Context: an optimization exercise on an open-source flow, tuned for small area. The choices shown serve that exercise and are no tape-out recipe.
The RTL was checked by simulation tests, not by an equivalence proof against the original design.
The flow treats the clock pin as an ideal source. Dropping or thinning the clock tree relies on that and would not hold on a real chip.
Power figures rest on the tool's default switching activity, not on a simulated workload.

## north
==> flow/design.v <==
module counter_sat(clk, rclear, clear, ready, q);
   parameter WIDTH = 12;
   parameter [WIDTH-1:0] START = 0;
   parameter [WIDTH-1:0] RSTART = 0;
   parameter [WIDTH-1:0] TAPS = 0;
   input              clk;
   input              rclear;
   input              clear;
   output             ready;
   output [WIDTH-1:0] q;
   reg [WIDTH-1:0] s;
   wire low_zero = ~|s[WIDTH-2:0];
   wire fb = (^(s & TAPS)) & ~low_zero;
   always @(posedge clk)
     if (rclear)
       s <= RSTART;
     else if (clear)
       s <= START;
     else
       s <= {s[WIDTH-2:0], fb};
   assign ready = low_zero & ~s[WIDTH-1];
   assign q = s;
endmodule
module binary_counter(v, down, inc, u);
   input  [7:0] v;
   input        down;
   input        inc;
   output [7:0] u;
   wire [7:0] w = v ^ {8{down}};
   wire [7:0] t;
   assign t[0] = inc;
   genvar i;
   generate
      for (i = 1; i < 8; i = i + 1) begin : g
         assign t[i] = t[i-1] & w[i-1];
      end
   endgenerate
   assign u = v ^ t;
endmodule
module gray_counter(clk, load, d, q);
   input            clk;
   input            load;
   input      [7:0] d;
   output reg [7:0] q;
   always @(posedge clk)
     if (load)
       q <= d;
endmodule
module life_1d(clk, rs, event0, event1, d, q);
   parameter RULE150 = 0;
   input            clk;
   input            rs;         
   input            event0;
   input            event1;
   input      [7:0] d;          
   output reg [7:0] q;
   reg        run;
   reg [11:0] timer;
   wire low_zero = ~|timer[10:0];
   wire fb = timer[11] ^ timer[7] ^ timer[1] ^ timer[0] ^ low_zero;
   wire gen = run & low_zero & timer[11];
   always @(posedge clk)
     timer <= {timer[10:0], run & fb};
   always @(posedge clk)
     if (rs)
       run <= 1'b0;
     else if (event1)
       run <= ~run;
   wire [7:0] nxt;
   genvar i;
   generate
      for (i = 0; i < 8; i = i + 1) begin : g
         wire l = q[(i + 1) % 8];
         wire c = q[i];
         wire r = q[(i + 7) % 8];
         if (RULE150)
           assign nxt[i] = l ^ c ^ r;
         else
           assign nxt[i] = l ^ (c | r);
      end
   endgenerate
   always @(posedge clk)
     if (rs | (~run & event0))
       q <= d;
     else if (gen)
       q <= nxt;
endmodule
module bemicro_top(
   input  wire CLK_FPGA_50M,
   input  wire RST_N,
   input  wire CPU_RST_N,
   input  wire PBSW_N,
   output wire F_LED0,
   output wire F_LED1,
   output wire F_LED2,
   output wire F_LED3,
   output wire F_LED4,
   output wire F_LED5,
   output wire F_LED6,
   output wire F_LED7
   );
   wire clk = CLK_FPGA_50M;
   reg         rst_done;            
   wire        rs = ~(RST_N & rst_done);
   wire [11:0] f0;
   wire        f0_is_r31 = ~f0[11] & ~f0[6] & ~f0[1];  
   always @(posedge clk)
     rst_done <= RST_N & (rst_done | f0_is_r31);
   reg [1:0] pb_s0, pb_s1, pb_in;
   always @(posedge clk) begin
      pb_s0 <= {PBSW_N, CPU_RST_N};
      pb_s1 <= pb_s0;
      pb_in <= pb_s1;
   end
   wire p0 = ~pb_in[0];
   wire p1 = ~pb_in[1];
   wire r0, r1;
   counter_sat #(.WIDTH(12), .START(12'hd41), .RSTART(12'h570), .TAPS(12'h883)) PB0_CNTR
     (.clk(clk), .rclear(~RST_N), .clear(p0 & rst_done), .ready(r0), .q(f0));
   counter_sat #(.WIDTH(10), .START(10'h177), .TAPS(10'h204)) PB1_CNTR
     (.clk(clk), .rclear(1'b0), .clear(p1 | ~rst_done), .ready(r1), .q());
   wire e0 = p0 & ~p1 & r0;
   wire e1 = p1 & ~p0 & r1;
   wire em = p0 & p1 & (r0 | r1);
   reg [1:0] mode;
   always @(posedge clk)
     if (rs)
       mode <= 2'd0;
     else if (em)
       mode <= mode + 2'd1;
   wire sel0 = (mode == 2'd0) & rst_done;   
   wire sel1 = (mode == 2'd1);
   wire sel2 = (mode == 2'd2);
   wire sel3 = (mode == 2'd3);
   wire [7:0] c0, c1, l2, l3;
   wire [7:0] v = ({8{sel0}} & c0) | ({8{sel1}} & c1) |
                  ({8{sel2}} & l2) | ({8{sel3}} & l3);
   wire [7:0] u;
   binary_counter step_unit(.v(v), .down(~e0), .inc(rst_done), .u(u));
   gray_counter counter0(.clk(clk), .load(~rst_done | (sel0 & (e0 | e1))), .d(u), .q(c0));
   gray_counter counter1(.clk(clk), .load(~rst_done | (sel1 & (e0 | e1))), .d(u), .q(c1));
   life_1d #(.RULE150(0)) life_1d_0
     (.clk(clk), .rs(~rst_done), .event0(sel2 & e0), .event1(sel2 & e1), .d(u), .q(l2));
   life_1d #(.RULE150(1)) life_1d_1
     (.clk(clk), .rs(~rst_done), .event0(sel3 & e0), .event1(sel3 & e1), .d(u), .q(l3));
   wire [7:0] led = v ^ ({1'b0, v[7:1]} & {8{sel1}});
   assign {F_LED0,F_LED1,F_LED2,F_LED3,F_LED4,F_LED5,F_LED6,F_LED7} = ~led;
endmodule
==> flow/config.mk <==
export PLATFORM = sky130hd
export DESIGN_NAME = bemicro_top
export DESIGN_NICKNAME = bemicro_top
export VERILOG_FILES = /design/flow/design.v
export SDC_FILE = /design/flow/constraint.sdc
export NUM_CORES = 4
export LEC_CHECK = 0
export CAP_MARGIN = 20
export CORE_MARGIN = 2
export CORE_UTILIZATION = 70
export GPL_TIMING_DRIVEN = 0
export SLEW_MARGIN = 20
==> flow/constraint.sdc <==
create_clock -name core_clock -period 5.0 [get_ports {CLK_FPGA_50M}]
set_input_delay 1.0000 -clock core_clock [delete_from_list [all_inputs] [get_ports {CLK_FPGA_50M}]]
set_output_delay 1.0000 -clock core_clock [all_outputs]
set_load 0.01 [all_outputs]
standard.sh (not shown) runs the stock make flow with config.mk's settings and CLKGATE_MAP_FILE= SYNTH_SCRIPT=/design/flow/synth_recipe.tcl, a recipe that flattens the netlist after the stock synthesis.
==> flow/flow/run.sh <==
#!/bin/bash
# Layout flow: the standard ORFS flow (standard.sh), with three changes:
#  - synthesis maps the logic with an area-oriented ABC script
#    (flow/synth_abc.tcl, flow/abc_area.script); the rest of the synthesis,
#    flip-flop mapping, flattening and renaming are the standard flow's own;
#  - the port buffers are sky130_fd_sc_hd__buf_1 cells;
#  - after CTS, the clock tree is rebuilt as CK_K buffers (CK_BUF) driven by
#    the clock port, each at the centre of its group of flip-flops
#    (flow/clock_tree.tcl); routing and finishing then run as standard.
# Each tool's output goes to its own log in this folder.
set -euo pipefail
W=$PWD
export FLOW_ABC_SCRIPT=$W/flow/abc_area.script
export FLOW_SYNTH_TCL=$W/synth_recipe.tcl
sed "s#SYNTH_SCRIPT=[^ ]*#SYNTH_SCRIPT=$W/flow/synth_abc.tcl#" standard.sh > flow_make.sh
grep -q "SYNTH_SCRIPT=$W/flow/synth_abc.tcl" flow_make.sh
export BUFFER_PORTS_ARGS="-buffer_cell sky130_fd_sc_hd__buf_1"
export CTS_ARGS="-sink_clustering_enable -repair_clock_nets -dont_use_dummy_load"
bash flow_make.sh cts > flow_to_cts.log 2>&1
RES=$W/orfs/results/$FLOW_PLATFORM/bemicro_top/base
PLATFORM_DIR=$FLOW_HOME/platforms/$FLOW_PLATFORM \
CK_K=${CK_K:-4} CK_BUF=${CK_BUF:-sky130_fd_sc_hd__clkbuf_16} \
IN_DB=$RES/4_cts.odb IN_SDC=$RES/4_cts.sdc OUT_DB=$RES/4_cts.odb \
  openroad -no_init -exit flow/clock_tree.tcl > clock_tree.log 2>&1
bash flow_make.sh > flow_finish.log 2>&1
==> flow/flow/abc_area.script <==
&get -n
&st
&dch -x
&nf -a -R 1000
&put
==> flow/flow/clock_tree.tcl <==
# Rebuild the clock network after CTS: the clock port drives K buffers
# (BUF), each placed at the centre of its group of clock sinks (k-means on
# sink locations); the tree CTS built is removed.
set P $::env(PLATFORM_DIR)
set K $::env(CK_K)
set BUF $::env(CK_BUF)
read_liberty $P/lib/sky130_fd_sc_hd__tt_025C_1v80.lib
read_db $::env(IN_DB)
read_sdc $::env(IN_SDC)
source $P/setRC.tcl
set db [ord::get_db]
set block [ord::get_db_block]
set pnet [$block findNet CLK_FPGA_50M]

# collect sinks: flip-flop clock pins reached through clock buffers
set sinks {}
set bufs {}
set todo [list $pnet]
while {[llength $todo]} {
  set net [lindex $todo 0]; set todo [lrange $todo 1 end]
  foreach it [$net getITerms] {
    if {[$it isOutputSignal]} continue
    set inst [$it getInst]
    set m [[$inst getMaster] getName]
    if {[string match sky130_fd_sc_hd__clkbuf_* $m] || [string match sky130_fd_sc_hd__clkinv_* $m]} {
      if {[string match *clkinv* $m]} { error "inverter in clock tree" }
      lappend bufs $inst
      lappend todo [[$inst findITerm X] getNet]
    } else {
      lappend sinks $it
    }
  }
}
puts "sinks [llength $sinks], old buffers [llength $bufs]"
# detach sinks, destroy old tree
foreach it $sinks { $it disconnect }
foreach inst $bufs {
  set onet [[$inst findITerm X] getNet]
  odb::dbInst_destroy $inst
  odb::dbNet_destroy $onet
}
# sink locations
set xs {}; set ys {}
foreach it $sinks {
  set b [[$it getInst] getBBox]
  lappend xs [expr {([$b xMin] + [$b xMax]) / 2.0}]
  lappend ys [expr {([$b yMin] + [$b yMax]) / 2.0}]
}
set n [llength $sinks]
# k-means, seeded by spreading along the longer die side
set dbox [$block getDieArea]
for {set k 0} {$k < $K} {incr k} {
  set cx($k) [expr {[$dbox xMin] + ([$dbox dx]) * (2*$k+1) / (2.0*$K)}]
  set cy($k) [expr {[$dbox yMin] + ([$dbox dy]) / 2.0}]
}
for {set iter 0} {$iter < 50} {incr iter} {
  for {set k 0} {$k < $K} {incr k} { set sx($k) 0; set sy($k) 0; set cnt($k) 0 }
  for {set i 0} {$i < $n} {incr i} {
    set best 0; set bd 1e30
    for {set k 0} {$k < $K} {incr k} {
      set d [expr {abs([lindex $xs $i]-$cx($k)) + abs([lindex $ys $i]-$cy($k))}]
      if {$d < $bd} { set bd $d; set best $k }
    }
    set grp($i) $best
    set sx($best) [expr {$sx($best) + [lindex $xs $i]}]
    set sy($best) [expr {$sy($best) + [lindex $ys $i]}]
    incr cnt($best)
  }
  for {set k 0} {$k < $K} {incr k} {
    if {$cnt($k)} { set cx($k) [expr {$sx($k)/$cnt($k)}]; set cy($k) [expr {$sy($k)/$cnt($k)}] }
  }
}
set master [$db findMaster $BUF]
for {set k 0} {$k < $K} {incr k} {
  if {!$cnt($k)} continue
  set inst [odb::dbInst_create $block $master "clkbuf_leaf_$k"]
  set onet [odb::dbNet_create $block "clknet_leaf_$k"]
  $onet setSigType CLOCK
  [$inst findITerm A] connect $pnet
  [$inst findITerm X] connect $onet
  set vdd [$inst findITerm VPWR]
  $inst setLocation [expr {int($cx($k))}] [expr {int($cy($k))}]
  $inst setPlacementStatus PLACED
  set leafnet($k) $onet
  puts "leaf $k: $cnt($k) sinks at [expr {int($cx($k))}] [expr {int($cy($k))}]"
}
for {set i 0} {$i < $n} {incr i} { [lindex $sinks $i] connect $leafnet($grp($i)) }
detailed_placement
check_placement
set_propagated_clock [all_clocks]
estimate_parasitics -placement
set worst 0
foreach p [get_pins -hierarchical */CLK] {
  foreach rf {rise fall} { set v [get_property $p slew_max_$rf]; if {$v > $worst} {set worst $v} }
}
puts "worst CLK slew $worst"
report_clock_skew
report_worst_slack -max
report_worst_slack -min
write_db $::env(OUT_DB)
==> flow/flow/synth_abc.tcl <==
# The standard flow's synthesis (synth_recipe.tcl, which runs ORFS's synth.tcl) with one
# change: ABC maps the logic with flow/abc_area.script, an area-oriented
# script, instead of ORFS's speed script.  Flip-flops are mapped before ABC
# runs, so the registers are those of the standard synthesis.
proc abc {args} {
  set i [lsearch -exact $args -script]
  if {$i >= 0} { lset args [expr {$i + 1}] $::env(FLOW_ABC_SCRIPT) }
  yosys abc {*}$args
}
source $::env(FLOW_SYNTH_TCL)
What south does differently from north at the input level:
Settings: CORE_UTILIZATION changed from 70 to 40.
Findings:
Routed wire length was lower in south than in north. Worst slack on hold paths on south is behind north. When south is set beside north, its cell count turns out to be about 10% larger. Logic depth of the worst register-to-register path, south and north: larger value in north. Between south and north, the met2 global-route usage is lower for south. south and north ended up with roughly the same post-route total power. The routed wirelength normalized by instance count number comes out lower for south vs north. | cell area | higher: south |.
The inputs of east differ from those of south as listed below.
Settings: clearing GPL_TIMING_DRIVEN, which used to be 0.
==> flow/flow/run.sh <==
#!/bin/bash
# Layout flow: the standard ORFS flow (standard.sh), with two changes:
#  - the port buffers are sky130_fd_sc_hd__buf_1 cells;
#  - after CTS, the clock tree is rebuilt as CK_K buffers (CK_BUF) driven by
#    the clock port, each at the centre of its group of flip-flops
#    (flow/clock_tree.tcl); routing and finishing then run as standard.
# Each tool's output goes to its own log in this folder.
set -euo pipefail
export BUFFER_PORTS_ARGS="-buffer_cell sky130_fd_sc_hd__buf_1"
export CTS_ARGS="-sink_clustering_enable -repair_clock_nets -dont_use_dummy_load"
bash standard.sh cts > standard_to_cts.log 2>&1
RES=$PWD/orfs/results/$FLOW_PLATFORM/bemicro_top/base
PLATFORM_DIR=$FLOW_HOME/platforms/$FLOW_PLATFORM \
CK_K=${CK_K:-4} CK_BUF=${CK_BUF:-sky130_fd_sc_hd__clkbuf_16} \
IN_DB=$RES/4_cts.odb IN_SDC=$RES/4_cts.sdc OUT_DB=$RES/4_cts.odb \
  openroad -no_init -exit flow/clock_tree.tcl > clock_tree.log 2>&1
bash standard.sh > standard_finish.log 2>&1
removed: flow/flow/abc_area.script
removed: flow/flow/synth_abc.tcl
Findings:
east: flow completed, timing, DRC and antenna clean
Taking south as the reference point, the worst-case setup margin in the final layout of east rises by 0.39 ns.
When the final numbers for south and east were put side by side, the portion of total power attributed to combinational logic turned out to be greater in east.
south → east: met3 layer wire length in the routed design shows an increase of 17%; core box area went up.
Across both runs, total track usage was higher for east than for south.
Setup changes, east to west
Settings: GPL_TIMING_DRIVEN newly set to 0; CORE_UTILIZATION changed from 40 to 70.
==> flow/flow/run.sh <==
#!/bin/bash
# Layout flow: the standard ORFS flow (standard.sh), with three changes:
#  - synthesis maps the logic with an area-oriented ABC script
#    (flow/synth_abc.tcl, flow/abc_area.script); the rest of the synthesis,
#    flip-flop mapping, flattening and renaming are the standard flow's own;
#  - the port buffers are sky130_fd_sc_hd__buf_1 cells;
#  - after CTS, the clock tree is rebuilt as CK_K buffers (CK_BUF) driven by
#    the clock port, each at the centre of its group of flip-flops
#    (flow/clock_tree.tcl); routing and finishing then run as standard.
# Each tool's output goes to its own log in this folder.
set -euo pipefail
W=$PWD
export FLOW_ABC_SCRIPT=$W/flow/abc_area.script
export FLOW_SYNTH_TCL=$W/synth_recipe.tcl
sed "s#SYNTH_SCRIPT=[^ ]*#SYNTH_SCRIPT=$W/flow/synth_abc.tcl#" standard.sh > flow_make.sh
grep -q "SYNTH_SCRIPT=$W/flow/synth_abc.tcl" flow_make.sh
export BUFFER_PORTS_ARGS="-buffer_cell sky130_fd_sc_hd__buf_1"
export CTS_ARGS="-sink_clustering_enable -repair_clock_nets -dont_use_dummy_load"
bash flow_make.sh cts > flow_to_cts.log 2>&1
RES=$W/orfs/results/$FLOW_PLATFORM/bemicro_top/base
PLATFORM_DIR=$FLOW_HOME/platforms/$FLOW_PLATFORM \
CK_K=${CK_K:-3} CK_BUF=${CK_BUF:-sky130_fd_sc_hd__clkbuf_16} \
IN_DB=$RES/4_cts.odb IN_SDC=$RES/4_cts.sdc OUT_DB=$RES/4_cts.odb \
  openroad -no_init -exit flow/clock_tree.tcl > clock_tree.log 2>&1
bash flow_make.sh > flow_finish.log 2>&1
==> flow/flow/abc_area.script (new file) <==
&get -n
&st
&dch -x
&nf -a -R 1000
&put
==> flow/flow/synth_abc.tcl (new file) <==
# The standard flow's synthesis (synth_recipe.tcl, which runs ORFS's synth.tcl) with one
# change: ABC maps the logic with flow/abc_area.script, an area-oriented
# script, instead of ORFS's speed script.  Flip-flops are mapped before ABC
# runs, so the registers are those of the standard synthesis.
proc abc {args} {
  set i [lsearch -exact $args -script]
  if {$i >= 0} { lset args [expr {$i + 1}] $::env(FLOW_ABC_SCRIPT) }
  yosys abc {*}$args
}
source $::env(FLOW_SYNTH_TCL)
### Flow results
Of the two candidates, east has the better final critical delay including setup and external delays and west the worse one. When the final numbers for west and east were put side by side, the fmax turned out to be greater in east. Per the comparison of west with east, final clock period utilization by the worst path went up 5.2 points, final worst slack went down 0.26 ns, share of power burned in combinational logic went down 1.1 points. In west the global routing usage summed across all routing layers turned out 8.3 points higher than in east.
Inputs modified between west and middle:
Settings: GPL_TIMING_DRIVEN removed (was 0); CORE_UTILIZATION changed from 70 to 40.
diff --git a/flow/flow/run.sh b/flow/flow/run.sh
--- a/flow/flow/run.sh
+++ b/flow/flow/run.sh
@@ -20,5 +20,5 @@
 RES=$W/orfs/results/$FLOW_PLATFORM/bemicro_top/base
 PLATFORM_DIR=$FLOW_HOME/platforms/$FLOW_PLATFORM \
-CK_K=${CK_K:-3} CK_BUF=${CK_BUF:-sky130_fd_sc_hd__clkbuf_16} \
+CK_K=${CK_K:-4} CK_BUF=${CK_BUF:-sky130_fd_sc_hd__clkbuf_16} \
 IN_DB=$RES/4_cts.odb IN_SDC=$RES/4_cts.sdc OUT_DB=$RES/4_cts.odb \
   openroad -no_init -exit flow/clock_tree.tcl > clock_tree.log 2>&1
## What came out
- middle: flow completed, timing, DRC and antenna clean
- Minimum period implied by the final worst setup slack sits lower in middle than in west.
- Delta (middle minus west): placer's final routability congestion estimate shrank by 0.0076; overall power grew by 3.1%; proportion of cell area occupied by multi-input gates shrank by 0.94 points; remaining max-slew budget at the tightest pin grew by 14 points; first-iteration DRC count shrank by 30%.
- Looking at standard cell with the maximum stage delay on the critical path, the sky130_fd_sc_hd__dfxtp_1 result is from middle; the sky130_fd_sc_hd__nor4b_2 one comes from west.
- Compared with west, in middle core utilization lost 32 points; combinational fraction of design power fell 0.5 points; hold slack stayed essentially flat; post-detailed-routing wire length fell 2.3%.
In every run of this note, the design's own scripts or RTL, not TritonCTS, make the clock network.

separate check: timing with driven ports:
The flow's constraints put no driver on any port. The routed layouts listed below were extracted and timed again, unchanged, in two steps.
Step 1 (the two cells are an assumption about what drives the block):
set clk [get_ports {CLK_FPGA_50M}]
set_driving_cell -lib_cell sky130_fd_sc_hd__clkbuf_16 $clk
set_driving_cell -lib_cell sky130_fd_sc_hd__buf_2 [delete_from_list [all_inputs] $clk]
Step 2 moves the port delays by t, midway between the first and last clock arrival at a register: inputs arrive t later, outputs are due t later. That takes back most of the time a late clock gives input paths.
a / b / c = ideal / step 1 / step 2; a / b = the first two.
| run | t, ns | slack for setup (ns) | slew at the worst register clock pin (ns) |
|---|---|---|---|
| north | 0.219 | 1.430 / 1.430 / 1.430 | 0.09 / 0.09 |
| south | 0.221 | 1.310 / 1.310 / 1.310 | 0.10 / 0.10 |
| east | 0.231 | 1.703 / 1.619 / 1.703 | 0.09 / 0.09 |
| west | 0.216 | 1.444 / 1.444 / 1.444 | 0.11 / 0.11 |
| middle | 0.225 | 1.815 / 1.754 / 1.815 | 0.09 / 0.09 |
After both steps setup and hold are still met in every run listed.
